This design comes from an exercise in tuning for small area and a short achievable clock period on the open sky130 flow, not from production work. Function was checked by simulation only, so behaviour that the tests miss may differ from the original.

==> flow/design.v (outline; a module is shown in full before it is edited, if it fits) <==
// module cubic_fixed: 882 lines
// module cubic_fa: 7 lines
// module cubic_ha: 7 lines
module cubic_fixed #(
    parameter int WID     = 16,    
    parameter int FBITS   = 8      
)(
    input  logic                        clk,
    input  logic                        rst,
    input  logic signed [WID-1:0]       x,
    input  logic signed [WID-1:0]       a0,
    input  logic signed [WID-1:0]       a1,
    input  logic signed [WID-1:0]       a2,
    output logic signed [WID-1:0]       y
);
  // ...
==> flow/flow/run.sh <==
#!/bin/bash
# Standard ORFS layout (the standard.sh) with two changes:
#  - port buffers use buf_1 instead of the default delay-buffer cell;
#  - timing repair (after floorplan, CTS and global routing) aims for
#    9 ns of setup slack at the 15 ns clock, so the resizer sizes the
#    critical paths.  The SDC (clock period, I/O delays, load) is unchanged.
# Each ORFS step writes its own log under orfs/logs/; make's output goes to
# standard.log.
set -euo pipefail
export BUFFER_PORTS_ARGS="-buffer_cell sky130_fd_sc_hd__buf_1"
export SETUP_SLACK_MARGIN=9
bash standard.sh > standard.log 2>&1
==> flow/standard.sh <==
#!/bin/bash
# synth_recipe.tcl (not shown) runs the flow's synth.tcl, then flattens the netlist and writes it again
# the make line also repeats each setting of config.mk as NAME=value (left out here)
make -C /OpenROAD-flow-scripts/flow DESIGN_CONFIG=/design/flow/config.mk WORK_HOME=/design/flow/orfs CLKGATE_MAP_FILE= SYNTH_SCRIPT=/design/flow/synth_recipe.tcl "${@:-finish}"
==> flow/config.mk <==
export PLATFORM = sky130hd
export DESIGN_NAME = cubic_fixed
export DESIGN_NICKNAME = cubic_fixed
export VERILOG_FILES = /design/flow/design.v
export SDC_FILE = /design/flow/constraint.sdc
export NUM_CORES = 4
export LEC_CHECK = 0
export ABC_AREA = 1
export CAP_MARGIN = 20
export CORE_MARGIN = 2
export CORE_UTILIZATION = 40
export CTS_BUF_LIST = sky130_fd_sc_hd__clkbuf_4 sky130_fd_sc_hd__clkbuf_8
export SLEW_MARGIN = 20
export SYNTH_HIERARCHICAL = 1
==> flow/constraint.sdc <==
create_clock -name core_clock -period 15.0 [get_ports {clk}]
set_input_delay 3.0000 -clock core_clock [delete_from_list [all_inputs] [get_ports {clk}]]
set_output_delay 3.0000 -clock core_clock [all_outputs]
set_load 0.01 [all_outputs]
==> impl_metrics.tcl, run 1 <==
set metrics [dict create \
    insertedDiodeCount 1 \
    dieHeight_um 252 \
    grt_pass1_vias 21600 \
    synthArstFlopShare_pct 0 \
    largest_cell_class "multi-input gates" \
    critPathTopFamily "adder cells" \
    nNonClkBuffers 160 \
    ff2ff_path_depth 22 \
    max_clock_freq_mhz 171 \
    ios 82 \
    place_area_mm2 0.0258 \
    inverters 401 \
    seq_share_pct 9.62 \
    htreeDepth 4 \
    regMostFlops "a0n_s0" \
    dr_wl_met2_um 32200 \
    stdcell_area_mm2 0.0270 \
    hpwl_um 55100 \
    via_per_inst 5.47 \
    rsz0062_at_grt "yes" \
    wl_met1_um 33800 \
    seq_area_mm2 0.00260 \
    outcome "complete, no violations" \
    cts_resized 27 \
    worstSkewPairLatency_ns 0.54 \
    synth-compound-area-share_pct 13.9 \
    mostFrequentLayoutCell "nand2_1" \
    dr_wl_met3_um 5310 \
    crit-reg2reg-launch "x_s0[13]" \
    busiest_layer "met2" \
]
==> run 2: changes to the inputs <==
--- a/flow/design.v
+++ b/flow/design.v
@@ -6,18 +6,16 @@
     input  logic                        clk,
     input  logic                        rst,
     input  logic signed [WID-1:0]       x,
     input  logic signed [WID-1:0]       a0,
     input  logic signed [WID-1:0]       a1,
     input  logic signed [WID-1:0]       a2,
     output logic signed [WID-1:0]       y
 );
-    wire        s_in = x[15];
-    wire [11:0] u = x[11:0] ^ {12{s_in}};
     wire        x2sat_in = (x >= 16'sd2897) || (x <= -16'sd2897);
     wire        x3sat_in = (x >= 16'sd1291) || (x <= -16'sd1291);
     wire sq_s0, sq_c0;
     wire sq_s1, sq_c1;
     wire sq_s2, sq_c2;
     wire sq_s3, sq_c3;
     wire sq_s4, sq_c4;
     wire sq_s5, sq_c5;
==> impl_metrics.tcl, run 2 <==
set metrics [dict create \
    finalMaxSlewViolations 0 \
    synth_cell_types 50 \
    drc_errors 0 \
    worstSkewPairLatency_ns 0.57 \
    crit_chain "buf_2 -> inv_1 -> ha_1 -> nand2_1 -> fa_1 -> inv_1 -> fa_1 -> fa_1 -> ha_1 -> nand2_1 -> nor2_1 -> nand3_1 -> nand2_1 -> a31oi_2 -> xor2_1" \
    final_cell_mix "nand2_1, xor2_1, inv_1, fa_1, o22ai_1" \
    antenna_found_initial 1 \
    wirelength_um 74200 \
    place_area_mm2 0.0258 \
    synthCells 3154 \
    grt_pass1_wl_um 118000 \
    ys_ff_latch 129 \
    worst-setup-path-type "input pin to flip-flop" \
    ios 82 \
    crit_fanout 16 \
    largest_reg_flops 17 \
    rsz0062_at_grt "yes" \
    cp.required_ns 15.44 \
    clk_root_buffer_cell "clkbuf_8" \
    stdcell_area_mm2 0.0270 \
    wl_per_cell_um 18.6 \
    cp_slowest_cell "fa_1" \
    drtIter0Drc 1945 \
    clk_path_buf_depth 2 \
    hold_class "flip-flop to flip-flop" \
    fin_nets 3764 \
    hpwl_um 56600 \
    dieHeight_um 252 \
    setup_violations 0 \
    synthArstFlopShare_pct 0 \
    core_mm2 0.0614 \
    cts_buffers 17 \
    skew_ns 0.0344 \
    dieArea_mm2 0.0637 \
    outcome "complete, no violations" \
    final.setup.tns_ns 0 \
    syn_avg_cell_area_um2 7.82 \
    finalCritPeriodShare_pct 38.9 \
    synth_fp_nets 3741 \
    clock_sinks 129 \
    ys_seq_area_share_pct 10.5 \
    via_per_inst 5.49 \
    cp-end-kind "flip-flop" \
    fp.dieW_um 252 \
    rows 91 \
    hold_viol 0 \
    synth-edff-count 0 \
    gr-total-overflow 0 \
    r2r_setup_slack_ns 9.27 \
    ant_nets 0 \
    mostFrequentLayoutCell "nand2_1" \
    layout-drive-gt1-share_pct 8.68 \
    post-route-worst-setup-slack_ns 9.17 \
    synth_area_leader_cell "fa_1" \
    netlist.area_leader.share_pct 24.8 \
    fin_util_pct 43.9 \
    grt_max_degree 34 \
    htreeDepth 4 \
    start_util_pct 40.2 \
    routabilityCongestion 0.899 \
    area_delta_synth_final_pct 9.28 \
    yosys-top-cells-area "fa_1, xor2_1, ha_1" \
    pre_cts_ws_ns 8.09 \
    io_buffers 81 \
    synthTopCellsByCount "nand2_1, xor2_1, inv_1" \
    max_slew.worst_pin.slew_ns 0.755 \
    max_clock_freq_mhz 171 \
    regMostFlops "a0n_s0" \
    drt_first_pass_iters 6 \
    max-slew-margin-rel_pct 49.6 \
    cts_tree "done" \
    synth_area_mm2 0.0247 \
    slowest_delay_ns 0.45 \
    grt_usage_pct 23.4 \
    critPathLaunchType "input pin" \
    yosysWarnings 7 \
    yosysMostFrequentCell "nand2_1" \
    maxCapViolCount 0 \
    ys.flop_type "dfxtp_1" \
    critPathArrivalTime_ns 6.27 \
    vias 21900 \
    grt_pass1_vias 21300 \
    fin_crit_ns 5.83 \
    clk_pin_slew_ns 0.09 \
]
[run 2: changes by cell type after synthesis, moves of 8 or more]
cell and change:
nand2_1 +14, inv_1 -15, nand3_1 +10, nand4_1 +13
nor2_1 -11, nor4_1 -8, xor2_1 -12
[run 2: final timing paths]
check,from,end,cells past startpoint
hold / removal,rst_s0,rst_s1,1
setup reg to reg,x_s0[4],cs_s_s1[5],19
hold reg to reg,rst_s0,rst_s1,1
setup / recovery,x[0],qn_s0[11],15
[run 2: kinds of logic after synthesis]
family          Yosys count  share of synthesized area (%)
xor+xnor                405                           14.4
fa+ha+maj               521                           35.7
buf+inv                 537                           8.42
simple gates            993                           17.2
compound gates          569                           13.8
flops                   129                           10.5
[run 2: cell type report]
cell class	instances	area [um^2]
Antenna cell	1	2.50
Inverter	386	1510
Sequential cell	129	2590
Clock buffer	17	234
Timing Repair inverter	2	12.5
Timing Repair Buffer	151	983
Clock inverter	15	158
Tap cell	790	988
Fill cell	6189	34400
Multi-Input combinational cell	2490	20500
[run 2: timing repair]
item,in CTS,in global routing
endpoints found under the setup margin,58,66
buffers inserted,3,25
pin swaps,3,11
resized for setup,31,118
gates cloned,2,4
hold buffers,0,0
[run 2: modules after synthesis, one instance, submodules excluded]
module	flops+latches	copies in the design	cells inside
cubic_fixed	129	1	2810
cubic_fa	0	286	1
cubic_ha	0	58	1
[run 2: metrics by stage]
step / hold WS [ns] / cells
floorplan: 0.392 / 3154
global placement: 0.406 / 3914
detailed placement: 0.407 / 3914
CTS: 0.428 / 3951
global route: 0.458 / 3981
finish: 0.420 / 3981
[run 2: worst max-delay path: cells and delay by family]
kind                       cells  cell delay (ns)
AOI/OAI and AO/OA              1             0.13
xor gates and xnor gates       1             0.17
and+or+nand+nor                5             0.56
buffers and inverters          3             0.46
adders and majority gates      5             1.94
[run 2: metal layers]
metal | GRT usage, % | up-vias | part of all wire (%)
met5 | 0 | - | 0
met3 | 4.28 | 116 | 6.9
met4 | 7.27 | 0 | 2.4
met2 | 36.4 | 780 | 45
li1 | - | 10400 | -
met1 | 33.0 | 10500 | 46
==> run 3: changes to the inputs <==
==> flow/run.sh (new file) <==
#!/bin/bash
# synth_recipe.tcl (not shown) runs the flow's synth.tcl, then flattens the netlist and writes it again
# the make line also repeats each setting of config.mk as NAME=value (left out here)
make -C /OpenROAD-flow-scripts/flow DESIGN_CONFIG=/design/flow/config.mk WORK_HOME=/design/flow/orfs CLKGATE_MAP_FILE= SYNTH_SCRIPT=/design/flow/synth_recipe.tcl finish
removed: flow/flow/run.sh
removed: flow/standard.sh
==> impl_metrics.tcl, run 3 <==
set metrics [dict create \
    final.setup.tns_ns 0 \
    final_cell_mix "nand2_1, xor2_1, inv_1, fa_1, o22ai_1" \
    rsz0062_at_grt "no" \
    synthArstFlopShare_pct 0 \
    yosysMostFrequentCell "nand2_1" \
    worstHoldPathCells 1 \
    critPathArrivalTime_ns 7.48 \
    hold_viol 0 \
    max_clock_freq_mhz 143 \
    fillCellCount 6230 \
    pre_cts_ws_ns 7.68 \
    regMostFlops "a0n_s0" \
    fin_nets 3729 \
    start_util_pct 40.2 \
    area_delta_synth_final_pct 7.65 \
    endpoint "cs_s_s1[11]" \
    synth_area_leader_cell "fa_1" \
    antenna_found_initial 2 \
    crit_start "x_s0[1]" \
    htreeDepth 4 \
    synthTopCellsByCount "nand2_1, xor2_1, inv_1" \
    clk_pin_slew_ns 0.10 \
    clock_sinks 129 \
    synth-edff-count 0 \
    largest_reg_flops 17 \
    ys.flop_type "dfxtp_1" \
    fp.dieW_um 252 \
    ys_ff_latch 129 \
    max-slew-margin-rel_pct 27.0 \
    wl_per_cell_um 18.2 \
    hold_buffers 0 \
    hpwl_um 56200 \
    skew_ns 0.0346 \
    cts_tree "done" \
    clk_path_buf_depth 2 \
    worstSkewPairLatency_ns 0.56 \
    hold_class "flip-flop to flip-flop" \
    reg2reg_to "cs_s_s1[11]" \
    mostFrequentLayoutCell "nand2_1" \
    crit_fanout 39 \
    post-route-worst-setup-slack_ns 8.00 \
    cp.required_ns 15.48 \
    fin_crit_ns 7.00 \
    ff2ff_path_depth 21 \
    clk_root_buffer_cell "clkbuf_8" \
    ant_nets 0 \
    r2r_setup_slack_ns 8.00 \
    critPathLaunchType "flip-flop" \
    place_inst 3913 \
    dieHeight_um 252 \
    cts_buffers 17 \
    syn_avg_cell_area_um2 7.82 \
    fin_cells 3946 \
    post_cts_buffers 0 \
    netlist.area_leader.share_pct 24.8 \
    drtIter0Drc 1735 \
    yosys-top-cells-area "fa_1, xor2_1, ha_1" \
    rows 91 \
    io_buffers 81 \
    finalCritPeriodShare_pct 46.6 \
    gr-total-overflow 0 \
    cts_resized 0 \
    yosysWarnings 7 \
    setup_violations 0 \
    grt_usage_pct 22.9 \
    fin_util_pct 43.3 \
    core_mm2 0.0614 \
    via_per_inst 5.44 \
    synth_cell_types 50 \
    routabilityCongestion 0.932 \
    layout-drive-gt1-share_pct 4.44 \
    synthCells 3154 \
    crit-reg2reg-launch "x_s0[1]" \
    dieArea_mm2 0.0637 \
    wirelength_um 71700 \
    ios 82 \
    cp-end-kind "flip-flop" \
    drt_first_pass_iters 5 \
    grt_pass1_wl_um 116000 \
    grt_max_degree 40 \
    grt_pass1_vias 20800 \
    vias 21500 \
    max_slew.worst_pin.slew_ns 1.09 \
    synth_fp_nets 3741 \
    worst-setup-path-type "flip-flop to flip-flop" \
    maxCapViolCount 0 \
    outcome "complete, no violations" \
    synth_area_mm2 0.0247 \
    finalMaxSlewViolations 0 \
    ys_seq_area_share_pct 10.5 \
    drc_errors 0 \
]
[run 3: metal layers]
metal	global-route usage, %	up-vias	share of wire, %
met5	0	-	0
met4	5.36	0	1.4
met3	4.25	73	7.5
met2	35.5	782	45
met1	32.9	10300	47
li1	-	10400	-
[run 3: kinds of logic after synthesis]
family	Yosys count	synth area share (%)
compound gates	569	13.8
xor+xnor	405	14.4
fa+ha+maj	521	35.7
buf+inv	537	8.42
flops	129	10.5
simple gates	993	17.2
[run 3: worst min-delay path by stage]
stage	start	to	slack [ns]
2_1_floorplan	rst_s0	rst_s1	0.39
3_3_place_gp	rst_s0	rst_s1	0.40
3_5_place_dp	rst_s0	rst_s1	0.40
4_1_cts	rst_s0	rst_s1	0.42
5_1_grt	rst_s0	rst_s1	0.44
6_report	rst_s0	rst_s1	0.42
[run 3: per-stage QoR]
stage / area [um^2] / hold slack, ns
floorplan: 24700 / 0.392
global placement: 26200 / 0.396
detailed placement: 26200 / 0.401
CTS: 26500 / 0.422
global route: 26600 / 0.437
finish: 26600 / 0.417
[run 3: worst max-delay path, cell delays in order (launching register included)]
cell,delay [ns]
dfxtp_2,0.33
buf_4,0.48
clkinv_1,0.58
o21ai_0,0.36
o21ai_2,0.08
buf_4,0.24
o22ai_1,0.18
xor2_1,0.24
fa_1,0.48
fa_1,0.46
fa_1,0.53
fa_1,0.48
ha_1,0.41
a21oi_1,0.24
o21ai_0,0.20
a21oi_1,0.24
nand4_1,0.18
nand2_1,0.12
nand2_1,0.09
nand3_2,0.22
nand2_1,0.18
fa_1,0.55
[run 3: area by class of cell]
cell class	count	area [um^2]	share of cell area, %
diodes	1	2.50	0.00942
well taps	790	988	3.72
clock inverters	15	139	0.523
repair buffers	120	1100	4.16
multi-input cells	2488	20100	75.5
clock buffers	17	234	0.881
flip-flops and latches	129	2580	9.73
inverters	386	1450	5.46
[run 3: per-module statistics from Yosys, one instance, submodules excluded]
module	flops+latches	times used
cubic_fixed	129	1
cubic_fa	0	286
cubic_ha	0	58

what the ideal ports hide:
The flow's constraints put no driver on any port. The routed layouts listed below were extracted and timed again, unchanged, in two steps.
Step 1, drivers: a clkbuf_16 drives clk and a buf_2 each remaining input, both assumed.
Step 2 also shifts input and output timing later by t, the mid clock arrival at the registers, as if the neighbouring blocks saw the same clock.
Three values: no drivers, after step 1, after step 2; two values: the first two.
run | t (ns) | setup WS [ns] | clock arrival spread, ns | worst register clock-pin slew, ns | worst data-port slew with drivers (ns)
run 1 | 0.587 | 9.153 / 9.173 / 8.604 | 0.028 / 0.027 | 0.11 / 0.11 | 0.08
run 2 | 0.616 | 9.165 / 9.205 / 8.589 | 0.036 / 0.036 | 0.12 / 0.12 | 0.04
run 3 | 0.597 | 8.003 / 8.003 / 7.650 | 0.035 / 0.034 | 0.11 / 0.11 | 0.05
After both steps setup and hold are still met in every run listed. For run 2, which loses most, drivers alone change the setup slack by +0.040 ns; drivers and shift together by -0.576 ns.
